Background: an optimization exercise with open tools, aiming at small area. Do not read the settings as production practice.
In this exercise RTL edits were held to simulation tests only and were not proved equivalent to the original.
Power figures rest on the tool's default switching activity, not on a simulated workload.

==> inputs of umber <==
==> flow/design.v <==
module clock(clk,clr,switch,ad,adj,o_seg,a);
input clk,clr,switch,ad;
input [3:0] adj;
output [6:0] o_seg;
output [3:0] a;
reg ph;
reg [2:0] c5;
reg [2:0] b;
reg [1:0] s;
wire c54 = c5[2];                        
wire tick_scan = c54 & ~ph;
wire tick_s = c54 & ph & ~b[2] & ~b[1] & ~b[0] & s[0];
wire [1:0] s_nx = {s[1] ^ (s[0] & tick_scan), s[0] ^ tick_scan};
wire [2:0] t_c5 = {c5[2] | (c5[1] & c5[0]), c5[0], ~c5[2]};
wire [2:0] t_b = {b[2] | (b[1] & b[0]), b[0], ~b[2]};
always @(posedge clk) begin
  ph <= ~clr & ~ph;
  c5 <= {3{~clr}} & (c5 ^ t_c5);
  b <= {3{~clr}} & (b ^ ({3{tick_scan}} & t_b));
  s <= {2{~clr}} & s_nx;
end
reg [3:0] so;    
reg [2:0] st;    
reg [3:0] mo;    
reg [2:0] mt;    
reg [3:0] ho;    
reg [1:0] ht;    
wire so9 = so[3] & so[0];
wire st5 = st[2] & st[0];
wire mo9 = mo[3] & mo[0];
wire mt5 = mt[2] & mt[0];
wire ht2 = ht[1];
wire run = ~ad;
wire k1 = so9;
wire k2 = k1 & st5;
wire k3 = k2 & mo9;
wire k4 = k3 & mt5;
wire k5 = k4 & ((ho == 4'd9) | (ht2 & (ho == 4'd3)));
wire en_so = tick_s & (run | (switch & adj[0]));
wire en_st = tick_s & (run ? k1 : (switch & adj[1]));
wire en_mo = tick_s & (run ? k2 : (~switch & adj[0]));
wire en_mt = tick_s & (run ? k3 : (~switch & adj[1]));
wire en_ho = tick_s & (run ? k4 : (~switch & adj[2]));
wire en_ht = tick_s & (run ? k5 : (~switch & adj[3]));
wire [3:0] t_so = {so[0] & (so[3] | (so[2] & so[1])), so[1] & so[0], so[0] & ~so[3], 1'b1};
wire [2:0] t_st = {st[0] & (st[1] | st[2]), st[0] & ~st[2], 1'b1};
wire [3:0] t_mo = {mo[0] & (mo[3] | (mo[2] & mo[1])), mo[1] & mo[0], mo[0] & ~mo[3], 1'b1};
wire [2:0] t_mt = {mt[0] & (mt[1] | mt[2]), mt[0] & ~mt[2], 1'b1};
wire w3 = ht2 & (ho == 4'd3);
wire w9 = ~ht2 & (ho == 4'd9);
wire [3:0] t_ho = {(ho[0] & ho[1] & ho[2]) | w9, ho[0] & ho[1] & ~w3, ho[0] & ~w9, 1'b1};
always @(posedge clk) begin
  so <= {4{~clr}} & (so ^ ({4{en_so}} & t_so));
  st <= {3{~clr}} & (st ^ ({3{en_st}} & t_st));
  mo <= {4{~clr}} & (mo ^ ({4{en_mo}} & t_mo));
  mt <= {3{~clr}} & (mt ^ ({3{en_mt}} & t_mt));
  ho <= {4{~clr}} & (ho ^ ({4{en_ho}} & t_ho));
  ht <= {2{~clr}} & (en_ht ? {ht[0], ~ht[1] & ~ht[0]} : ht);
end
reg [3:0] q;
reg [3:0] p;
reg [3:0] fld;
always @* begin
  case ({switch, s_nx})
    3'b000: fld = mo;
    3'b001: fld = {1'b0, mt};
    3'b010: fld = ho;
    3'b011: fld = {2'b00, ht};
    3'b100: fld = so;
    3'b101: fld = {1'b0, st};
    3'b110: fld = mo;
    default: fld = {1'b0, mt};
  endcase
end
reg vld;
always @* begin
  case (s)
    2'd2: vld = ~q[3] | (~q[2] & ~q[1]) | (~switch & ~q[2] & q[1] & ~q[0]);
    2'd3: vld = switch | (~q[2] & ~q[1]);
    default: vld = 1'b1;
  endcase
end
always @(posedge clk)
if (clr) begin
  q <= 4'd0;
  p <= 4'd15;
end else begin
  q <= fld;
  p <= q | {4{~vld}};
end
wire [6:0] seg;
assign seg[0] = (~p[3] & ~p[2] & ~p[1] & p[0]) | (p[3] & p[2]) | (p[2] & ~p[1] & ~p[0]);
assign seg[1] = (p[2] & p[1] & ~p[0]) | (p[3] & p[2]) | (p[2] & ~p[1] & p[0]);
assign seg[2] = (~p[3] & ~p[2] & p[1] & ~p[0]) | (p[3] & p[2]);
assign seg[3] = (p[3] & p[1]) | (p[2] & ~p[1] & ~p[0]) | (~p[3] & ~p[2] & ~p[1] & p[0]) | (p[2] & p[1] & p[0]);
assign seg[4] = (p[2] & ~p[1]) | p[0];
assign seg[5] = (p[1] & p[0]) | (~p[3] & ~p[2] & p[0]) | (~p[3] & ~p[2] & p[1]);
assign seg[6] = (~p[3] & ~p[2] & ~p[1]) | (p[2] & p[1] & p[0]);
assign o_seg = seg;
assign a = {~(s == 2'd3), ~(s == 2'd2), ~(s == 2'd1), ~(s == 2'd0)};
endmodule
==> flow/flow/run.sh <==
#!/bin/bash
# Standard ORFS layout with three changes: the synthesized netlist's
# combinational logic is re-mapped for area (registers untouched, proven
# equivalent), ports get minimum-size buffers, and the clock tree uses
# small buffers.
set -euo pipefail
W=$PWD
R=$W/orfs/results/sky130hd/clock/base
export BUFFER_PORTS_ARGS="-buffer_cell sky130_fd_sc_hd__buf_1"
export CTS_ARGS="-buf_list sky130_fd_sc_hd__clkbuf_4 -root_buf sky130_fd_sc_hd__clkbuf_4 -dont_use_dummy_load -repair_clock_nets"
bash standard.sh synth > synth.log 2>&1
cp $R/1_2_yosys.v $W/synth_std.v
if bash flow/reopt.sh $W/synth_std.v $W/synth_reopt.v > reopt.log 2>&1; then
  cp $W/synth_reopt.v $R/1_2_yosys.v
  rm -f $R/1_synth.odb $R/1_synth.sdc
  echo "re-mapped netlist in use" >> reopt.log
else
  echo "re-mapping failed or not proven; standard netlist kept" >> reopt.log
fi
bash standard.sh > layout.log 2>&1
==> flow/flow/reopt.sh <==
#!/bin/bash
# reopt.sh IN.v OUT.v : re-map the combinational logic of a synthesized
# netlist for area with ABC; registers (instances, names, cell types) are
# kept. Several ABC seeds are tried; the smallest result that yosys proves
# equivalent to IN.v (register by register) is written to OUT.v.
set -uo pipefail
IN=$(readlink -f $1); OUT=$2
SEEDS=${REOPT_SEEDS:-"0 1 2 3 4 5 6 7 8 9 10 11"}
JOBS=${NUM_CORES:-4}
LIB=$FLOW_HOME/platforms/sky130hd/lib/sky130_fd_sc_hd__tt_025C_1v80.lib
DU=$(sed -n '/DONT_USE_CELLS/,/^#/p' $FLOW_HOME/platforms/sky130hd/config.mk | grep -o 'sky130_fd_sc_hd__[a-z0-9_]*' | sed 's/^/-dont_use /' | tr '\n' ' ')
mkdir -p reopt
one() {
  local S=$1 D=reopt/s$1
  mkdir -p $D
  cat > $D/deep.abc <<EOA
strash
&get -n
&deepsyn -T 60 -S $S
&put
&get -n
&nf -R 1000
&put
EOA
  cat > $D/map.ys <<EOY
read_liberty -ignore_miss_func $LIB
read_verilog $IN
hierarchy -top clock
setattr -mod -set keep_hierarchy 1 sky130_fd_sc_hd__*df* sky130_fd_sc_hd__*dl*
flatten
delete t:\$scopeinfo
opt_clean
select -module clock
abc -liberty $LIB $DU -script $D/deep.abc
opt_clean
rename -hide w:*.*
opt_clean -purge
hilomap -singleton -hicell sky130_fd_sc_hd__conb_1 HI -locell sky130_fd_sc_hd__conb_1 LO
opt_clean -purge
write_verilog -noattr -nohex -nodec -selected $D/out.v
select -clear
EOY
  cat > $D/eq.ys <<EOY
read_liberty -ignore_miss_func $LIB
read_verilog $IN
rename clock gold
read_verilog $D/out.v
rename clock gate
rename -hide gold/w:_* gate/w:_* gold/c:* gate/c:*
flatten gold gate
delete t:\$scopeinfo
opt_clean
equiv_make gold gate eq
hierarchy -top eq
equiv_simple -seq 2
equiv_induct -seq 2
equiv_status -assert
EOY
  cat > $D/area.ys <<EOY
read_liberty -lib $LIB
read_verilog $D/out.v
hierarchy -top clock
tee -o $D/area.txt stat -liberty $LIB
EOY
  yosys -l $D/map.log $D/map.ys > /dev/null 2>&1 || { echo "seed $S: mapping failed"; return; }
  yosys -l $D/eq.log $D/eq.ys > /dev/null 2>&1 || { echo "seed $S: not proven"; return; }
  yosys -l $D/area.log $D/area.ys > /dev/null 2>&1 || { echo "seed $S: no area"; return; }
  echo "seed $S: proven, area $(grep 'Chip area' $D/area.txt | awk '{print $NF}')"
  grep 'Chip area' $D/area.txt | awk '{print $NF}' > $D/ok
}
n=0
for S in $SEEDS; do
  one $S &
  n=$((n+1)); if [ $n -ge $JOBS ]; then wait -n; n=$((n-1)); fi
done
wait
best=""; barea=""
for S in $SEEDS; do
  f=reopt/s$S/ok; [ -f $f ] || continue
  a=$(cat $f)
  if [ -z "$best" ] || awk "BEGIN{exit !($a < $barea)}"; then best=$S; barea=$a; fi
done
[ -n "$best" ] || { echo "no proven result"; exit 1; }
echo "best: seed $best, area $barea"
cp reopt/s$best/out.v $OUT
==> flow/standard.sh <==
#!/bin/bash
# synth_recipe.tcl (not shown) runs the flow's synth.tcl, then flattens the netlist and writes it again
# the make line also repeats each setting of config.mk as NAME=value (left out here)
make -C /OpenROAD-flow-scripts/flow DESIGN_CONFIG=/design/flow/config.mk WORK_HOME=/design/flow/orfs CLKGATE_MAP_FILE= SYNTH_SCRIPT=/design/flow/synth_recipe.tcl "${@:-finish}"
==> flow/config.mk <==
export PLATFORM = sky130hd
export DESIGN_NAME = clock
export DESIGN_NICKNAME = clock
export VERILOG_FILES = /design/flow/design.v
export SDC_FILE = /design/flow/constraint.sdc
export NUM_CORES = 4
export LEC_CHECK = 0
export CAP_MARGIN = 0
export CORE_MARGIN = 2
export CORE_UTILIZATION = 40
export SLEW_MARGIN = 0
==> flow/constraint.sdc <==
create_clock -name core_clock -period 10.0 [get_ports {clk}]
set_input_delay 2.0000 -clock core_clock [delete_from_list [all_inputs] [get_ports {clk}]]
set_output_delay 2.0000 -clock core_clock [all_outputs]
set_load 0.01 [all_outputs]
==> inputs of amber, as changes to umber <==
==> flow/design.v, changed modules only <==
module clock(clk,clr,switch,ad,adj,o_seg,a);
input clk,clr,switch,ad;
input [3:0] adj;
output [6:0] o_seg;
output [3:0] a;
reg [3:0] f;
reg [2:0] b;
reg [1:0] s;
wire tick_scan = (f == 4'd4);
wire tick_s = (f == 4'd9) & (b == 3'd0) & s[0];
wire [1:0] s_nx = s + {1'b0, tick_scan};
always @(posedge clk)
if (clr) begin
  f <= 4'd0;
  b <= 3'd0;
  s <= 2'd0;
end else begin
  f <= (f == 4'd9) ? 4'd0 : f + 4'd1;
  if (tick_scan) b <= (b == 3'd4) ? 3'd0 : b + 3'd1;
  s <= s_nx;
end
reg [3:0] so;    
reg [2:0] st;    
reg [3:0] mo;    
reg [2:0] mt;    
reg [3:0] ho;    
reg [1:0] ht;    
wire so9 = so[3] & so[0];
wire st5 = st[2] & st[0];
wire mo9 = mo[3] & mo[0];
wire mt5 = mt[2] & mt[0];
wire ht2 = ht[1];
wire run = ~ad;
wire c1 = so9;
wire c2 = c1 & st5;
wire c3 = c2 & mo9;
wire c4 = c3 & mt5;
wire c5 = c4 & ((ho == 4'd9) | (ht2 & (ho == 4'd3)));
wire en_so = tick_s & (run | (switch & adj[0]));
wire en_st = tick_s & (run ? c1 : (switch & adj[1]));
wire en_mo = tick_s & (run ? c2 : (~switch & adj[0]));
wire en_mt = tick_s & (run ? c3 : (~switch & adj[1]));
wire en_ho = tick_s & (run ? c4 : (~switch & adj[2]));
wire en_ht = tick_s & (run ? c5 : (~switch & adj[3]));
wire [3:0] t_so = {so[0] & (so[3] | (so[2] & so[1])), so[1] & so[0], so[0] & ~so[3], 1'b1};
wire [2:0] t_st = {st[0] & (st[1] | st[2]), st[0] & ~st[2], 1'b1};
wire [3:0] t_mo = {mo[0] & (mo[3] | (mo[2] & mo[1])), mo[1] & mo[0], mo[0] & ~mo[3], 1'b1};
wire [2:0] t_mt = {mt[0] & (mt[1] | mt[2]), mt[0] & ~mt[2], 1'b1};
wire w3 = ht2 & (ho == 4'd3);
wire w9 = ~ht2 & (ho == 4'd9);
wire [3:0] t_ho = {(ho[0] & ho[1] & ho[2]) | w9, ho[0] & ho[1] & ~w3, ho[0] & ~w9, 1'b1};
always @(posedge clk) begin
  so <= {4{~clr}} & (so ^ ({4{en_so}} & t_so));
  st <= {3{~clr}} & (st ^ ({3{en_st}} & t_st));
  mo <= {4{~clr}} & (mo ^ ({4{en_mo}} & t_mo));
  mt <= {3{~clr}} & (mt ^ ({3{en_mt}} & t_mt));
  ho <= {4{~clr}} & (ho ^ ({4{en_ho}} & t_ho));
  ht <= {2{~clr}} & (en_ht ? {ht[0], ~ht[1] & ~ht[0]} : ht);
end
reg [3:0] q;
reg [3:0] p;
reg [3:0] fld;
always @* begin
  case ({switch, s_nx})
    3'b000: fld = mo;
    3'b001: fld = {1'b0, mt};
    3'b010: fld = ho;
    3'b011: fld = {2'b00, ht};
    3'b100: fld = so;
    3'b101: fld = {1'b0, st};
    3'b110: fld = mo;
    default: fld = {1'b0, mt};
  endcase
end
reg vld;
always @* begin
  case (s)
    2'd2: vld = ~q[3] | (~q[2] & ~q[1]) | (~switch & ~q[2] & q[1] & ~q[0]);
    2'd3: vld = switch | (~q[2] & ~q[1]);
    default: vld = 1'b1;
  endcase
end
always @(posedge clk)
if (clr) begin
  q <= 4'd0;
  p <= 4'd15;
end else begin
  q <= fld;
  p <= q | {4{~vld}};
end
wire [6:0] seg;
assign seg[0] = (~p[3] & ~p[2] & ~p[1] & p[0]) | (p[3] & p[2]) | (p[2] & ~p[1] & ~p[0]);
assign seg[1] = (p[2] & p[1] & ~p[0]) | (p[3] & p[2]) | (p[2] & ~p[1] & p[0]);
assign seg[2] = (~p[3] & ~p[2] & p[1] & ~p[0]) | (p[3] & p[2]);
assign seg[3] = (p[3] & p[1]) | (p[2] & ~p[1] & ~p[0]) | (~p[3] & ~p[2] & ~p[1] & p[0]) | (p[2] & p[1] & p[0]);
assign seg[4] = (p[2] & ~p[1]) | p[0];
assign seg[5] = (p[1] & p[0]) | (~p[3] & ~p[2] & p[0]) | (~p[3] & ~p[2] & p[1]);
assign seg[6] = (~p[3] & ~p[2] & ~p[1]) | (p[2] & p[1] & p[0]);
assign o_seg = seg;
assign a = {~(s == 2'd3), ~(s == 2'd2), ~(s == 2'd1), ~(s == 2'd0)};
endmodule
--- a/flow/flow/run.sh
+++ b/flow/flow/run.sh
@@ -9,3 +9,3 @@
 export BUFFER_PORTS_ARGS="-buffer_cell sky130_fd_sc_hd__buf_1"
-export CTS_ARGS="-buf_list sky130_fd_sc_hd__clkbuf_4 -root_buf sky130_fd_sc_hd__clkbuf_4 -dont_use_dummy_load -repair_clock_nets"
+export CTS_ARGS="-buf_list sky130_fd_sc_hd__clkbuf_8 -root_buf sky130_fd_sc_hd__clkbuf_8 -sink_clustering_enable -sink_clustering_size 40 -sink_clustering_max_diameter 300 -dont_use_dummy_load -repair_clock_nets"
 bash standard.sh synth > synth.log 2>&1
==> flow/flow/deep.abc (new file) <==
strash
&get -n
&deepsyn -T 60
&put
dch -f
map -a
mfs2 -a
strash
dch -f
map -a
==> flow/flow/reopt.sh (replaced) <==
#!/bin/bash
# reopt.sh IN.v OUT.v : re-map the combinational logic of a synthesized
# netlist for area with ABC; registers (instances, names, cell types) are kept.
set -euo pipefail
IN=$1; OUT=$2; HERE=$(cd "$(dirname "$0")" && pwd)
LIB=$FLOW_HOME/platforms/sky130hd/lib/sky130_fd_sc_hd__tt_025C_1v80.lib
DU=$(sed -n '/DONT_USE_CELLS/,/^#/p' $FLOW_HOME/platforms/sky130hd/config.mk | grep -o 'sky130_fd_sc_hd__[a-z0-9_]*' | sed 's/^/-dont_use /' | tr '\n' ' ')
cat > reopt.ys <<EOY
read_liberty -ignore_miss_func $LIB
read_verilog $IN
hierarchy -top clock
setattr -mod -set keep_hierarchy 1 sky130_fd_sc_hd__*df* sky130_fd_sc_hd__*dl*
flatten
delete t:\$scopeinfo
opt_clean
select -module clock
abc -liberty $LIB $DU -script $HERE/deep.abc
opt_clean
rename -hide w:*.*
opt_clean -purge
hilomap -singleton -hicell sky130_fd_sc_hd__conb_1 HI -locell sky130_fd_sc_hd__conb_1 LO
opt_clean -purge
write_verilog -noattr -nohex -nodec -selected $OUT
EOY
yosys -l reopt_yosys.log reopt.ys > /dev/null
# prove the new netlist equal to the old one, register by register
cat > reopt_eq.ys <<EOY
read_liberty -ignore_miss_func $LIB
read_verilog $IN
rename clock gold
read_verilog $OUT
rename clock gate
rename -hide gold/w:_* gate/w:_* gold/c:* gate/c:*
flatten gold gate
delete t:\$scopeinfo
opt_clean
equiv_make gold gate eq
hierarchy -top eq
equiv_simple -seq 2
equiv_induct -seq 2
equiv_status -assert
EOY
yosys -l reopt_eq.log reopt_eq.ys > /dev/null
--- a/flow/config.mk
+++ b/flow/config.mk
@@ -7,5 +7,5 @@
 export LEC_CHECK = 0
-export CAP_MARGIN = 0
+export CAP_MARGIN = 20
 export CORE_MARGIN = 2
 export CORE_UTILIZATION = 40
-export SLEW_MARGIN = 0
+export SLEW_MARGIN = 20
==> inputs of indigo, as changes to umber <==
==> flow/design.v, changed modules only <==
module clock(clk,clr,switch,ad,adj,o_seg,a);
input clk,clr,switch,ad;
input [3:0] adj;
output [6:0] o_seg;
output [3:0] a;
reg [3:0] f;
reg [2:0] b;
reg [1:0] s;
wire tick_scan = (f == 4'd4);
wire tick_s = (f == 4'd9) & (b == 3'd0) & s[0];
wire [1:0] s_nx = s + {1'b0, tick_scan};
always @(posedge clk)
if (clr) begin
  f <= 4'd0;
  b <= 3'd0;
  s <= 2'd0;
end else begin
  f <= (f == 4'd9) ? 4'd0 : f + 4'd1;
  if (tick_scan) b <= (b == 3'd4) ? 3'd0 : b + 3'd1;
  s <= s_nx;
end
reg [3:0] so;    
reg [2:0] st;    
reg [3:0] mo;    
reg [2:0] mt;    
reg [3:0] ho;    
reg [1:0] ht;    
wire so9 = so[3] & so[0];
wire st5 = st[2] & st[0];
wire mo9 = mo[3] & mo[0];
wire mt5 = mt[2] & mt[0];
wire ht2 = ht[1];
wire run = ~ad;
wire c1 = so9;
wire c2 = c1 & st5;
wire c3 = c2 & mo9;
wire c4 = c3 & mt5;
wire c5 = c4 & ((ho == 4'd9) | (ht2 & (ho == 4'd3)));
wire en_so = tick_s & (run | (switch & adj[0]));
wire en_st = tick_s & (run ? c1 : (switch & adj[1]));
wire en_mo = tick_s & (run ? c2 : (~switch & adj[0]));
wire en_mt = tick_s & (run ? c3 : (~switch & adj[1]));
wire en_ho = tick_s & (run ? c4 : (~switch & adj[2]));
wire en_ht = tick_s & (run ? c5 : (~switch & adj[3]));
wire [3:0] t_so = {so[0] & (so[3] | (so[2] & so[1])), so[1] & so[0], so[0] & ~so[3], 1'b1};
wire [2:0] t_st = {st[0] & (st[1] | st[2]), st[0] & ~st[2], 1'b1};
wire [3:0] t_mo = {mo[0] & (mo[3] | (mo[2] & mo[1])), mo[1] & mo[0], mo[0] & ~mo[3], 1'b1};
wire [2:0] t_mt = {mt[0] & (mt[1] | mt[2]), mt[0] & ~mt[2], 1'b1};
wire w3 = ht2 & (ho == 4'd3);
wire w9 = ~ht2 & (ho == 4'd9);
wire [3:0] t_ho = {(ho[0] & ho[1] & ho[2]) | w9, ho[0] & ho[1] & ~w3, ho[0] & ~w9, 1'b1};
always @(posedge clk) begin
  so <= {4{~clr}} & (so ^ ({4{en_so}} & t_so));
  st <= {3{~clr}} & (st ^ ({3{en_st}} & t_st));
  mo <= {4{~clr}} & (mo ^ ({4{en_mo}} & t_mo));
  mt <= {3{~clr}} & (mt ^ ({3{en_mt}} & t_mt));
  ho <= {4{~clr}} & (ho ^ ({4{en_ho}} & t_ho));
  ht <= {2{~clr}} & (en_ht ? {ht[0], ~ht[1] & ~ht[0]} : ht);
end
reg [3:0] q;
reg [3:0] p;
reg [3:0] fld;
always @* begin
  case ({switch, s_nx})
    3'b000: fld = mo;
    3'b001: fld = {1'b0, mt};
    3'b010: fld = ho;
    3'b011: fld = {2'b00, ht};
    3'b100: fld = so;
    3'b101: fld = {1'b0, st};
    3'b110: fld = mo;
    default: fld = {1'b0, mt};
  endcase
end
reg vld;
always @* begin
  case (s)
    2'd2: vld = ~q[3] | (~q[2] & ~q[1]) | (~switch & ~q[2] & q[1] & ~q[0]);
    2'd3: vld = switch | (~q[2] & ~q[1]);
    default: vld = 1'b1;
  endcase
end
always @(posedge clk)
if (clr) begin
  q <= 4'd0;
  p <= 4'd15;
end else begin
  q <= fld;
  p <= q | {4{~vld}};
end
wire [6:0] seg;
assign seg[0] = (~p[3] & ~p[2] & ~p[1] & p[0]) | (p[3] & p[2]) | (p[2] & ~p[1] & ~p[0]);
assign seg[1] = (p[2] & p[1] & ~p[0]) | (p[3] & p[2]) | (p[2] & ~p[1] & p[0]);
assign seg[2] = (~p[3] & ~p[2] & p[1] & ~p[0]) | (p[3] & p[2]);
assign seg[3] = (p[3] & p[1]) | (p[2] & ~p[1] & ~p[0]) | (~p[3] & ~p[2] & ~p[1] & p[0]) | (p[2] & p[1] & p[0]);
assign seg[4] = (p[2] & ~p[1]) | p[0];
assign seg[5] = (p[1] & p[0]) | (~p[3] & ~p[2] & p[0]) | (~p[3] & ~p[2] & p[1]);
assign seg[6] = (~p[3] & ~p[2] & ~p[1]) | (p[2] & p[1] & p[0]);
assign o_seg = seg;
assign a = {~(s == 2'd3), ~(s == 2'd2), ~(s == 2'd1), ~(s == 2'd0)};
endmodule
==> flow/flow/deep.abc (new file) <==
strash
&get -n
&deepsyn -T 60
&put
dch -f
map -a
mfs2 -a
strash
dch -f
map -a
==> flow/flow/reopt.sh (replaced) <==
#!/bin/bash
# reopt.sh IN.v OUT.v : re-map the combinational logic of a synthesized
# netlist for area with ABC; registers (instances, names, cell types) are kept.
set -euo pipefail
IN=$1; OUT=$2; HERE=$(cd "$(dirname "$0")" && pwd)
LIB=$FLOW_HOME/platforms/sky130hd/lib/sky130_fd_sc_hd__tt_025C_1v80.lib
DU=$(sed -n '/DONT_USE_CELLS/,/^#/p' $FLOW_HOME/platforms/sky130hd/config.mk | grep -o 'sky130_fd_sc_hd__[a-z0-9_]*' | sed 's/^/-dont_use /' | tr '\n' ' ')
cat > reopt.ys <<EOY
read_liberty -ignore_miss_func $LIB
read_verilog $IN
hierarchy -top clock
setattr -mod -set keep_hierarchy 1 sky130_fd_sc_hd__*df* sky130_fd_sc_hd__*dl*
flatten
delete t:\$scopeinfo
opt_clean
select -module clock
abc -liberty $LIB $DU -script $HERE/deep.abc
opt_clean
rename -hide w:*.*
opt_clean -purge
hilomap -singleton -hicell sky130_fd_sc_hd__conb_1 HI -locell sky130_fd_sc_hd__conb_1 LO
opt_clean -purge
write_verilog -noattr -nohex -nodec -selected $OUT
EOY
yosys -l reopt_yosys.log reopt.ys > /dev/null
# prove the new netlist equal to the old one, register by register
cat > reopt_eq.ys <<EOY
read_liberty -ignore_miss_func $LIB
read_verilog $IN
rename clock gold
read_verilog $OUT
rename clock gate
rename -hide gold/w:_* gate/w:_* gold/c:* gate/c:*
flatten gold gate
delete t:\$scopeinfo
opt_clean
equiv_make gold gate eq
hierarchy -top eq
equiv_simple -seq 2
equiv_induct -seq 2
equiv_status -assert
EOY
yosys -l reopt_eq.log reopt_eq.ys > /dev/null
--- a/flow/config.mk
+++ b/flow/config.mk
@@ -7,5 +7,5 @@
 export LEC_CHECK = 0
-export CAP_MARGIN = 0
+export CAP_MARGIN = 20
 export CORE_MARGIN = 2
 export CORE_UTILIZATION = 40
-export SLEW_MARGIN = 0
+export SLEW_MARGIN = 20
==> flow_metrics.py <==
metrics = {
    "setup_path": {
        "worstPathCellList": "buf_1 > nor2_1 > nand3_1 > clkinv_1 > nor2_1 > nor2_1 > o32ai_1 > clkinv_1 > nor2_1 > clkinv_1 > nand2_1 > nor2_1 > a22oi_1 > nand3_1",
    },
    "finish": {
        "buffers": 18,
    },
    "status": {
        "status": "no timing/DRC/antenna violations",
    },
    "pwr": {
        "switching_share_pct": 28.0,
        "max-vdd-ir-drop_mv": 0.0644,
    },
}
the above is filed under indigo

==> flow_metrics.py <==
metrics = {
    "cts": {
        "insertion_delay_ns": 0.29,
    },
    "timing": {
        "whs_ns": 0.428,
    },
    "setup_path": {
        "worstPathCellList": "buf_1 > nor2_1 > nand3_1 > clkinv_1 > nor2_1 > nor2_1 > o32ai_1 > clkinv_1 > nor2_1 > clkinv_1 > nand2_1 > nor2_1 > a22oi_1 > nand3_1",
    },
    "status": {
        "status": "no timing/DRC/antenna violations",
    },
    "pwr": {
        "max-vdd-ir-drop_mv": 0.0609,
        "switching_share_pct": 26.5,
    },
    "finish": {
        "buffers": 18,
    },
}
the above is filed under amber

==> flow_metrics.py <==
metrics = {
    "status": {
        "status": "no timing/DRC/antenna violations",
    },
    "pwr": {
        "max-vdd-ir-drop_mv": 0.0832,
        "switching_share_pct": 23.6,
    },
    "finish": {
        "buffers": 19,
    },
}
the above is filed under umber

## separate check: timing with driven ports
The results above use ideal ports. As a check the final layouts listed here were re-extracted and re-timed, cells and wires unchanged. Step 1 sets driving cells, clkbuf_16 on the clock port and buf_2 on the other inputs (assumed; they add their load-dependent delay and slew). Step 2 also shifts input and output timing later by t, the mid clock arrival at the registers, as if the neighbouring blocks saw the same clock. a / b / c = ideal ports / drivers / drivers and shift; a / b = the first two.
| run | t, ns | setup WS [ns] | worst hold slack (ns) | latest minus earliest clock arrival (ns) |
|---|---|---|---|---|
| umber | 0.354 | 6.548 / 6.542 / 6.188 | 0.429 / 0.429 / 0.429 | 0.019 / 0.020 |
| amber | 0.308 | 5.773 / 5.774 / 5.466 | 0.428 / 0.428 / 0.428 | 0.008 / 0.008 |
| indigo | 0.354 | 5.838 / 5.839 / 5.485 | 0.433 / 0.433 / 0.433 | 0.013 / 0.013 |
After both steps every run listed still meets setup and hold. For umber, which loses most, drivers alone change the setup slack by -0.006 ns; drivers and shift together by -0.360 ns.
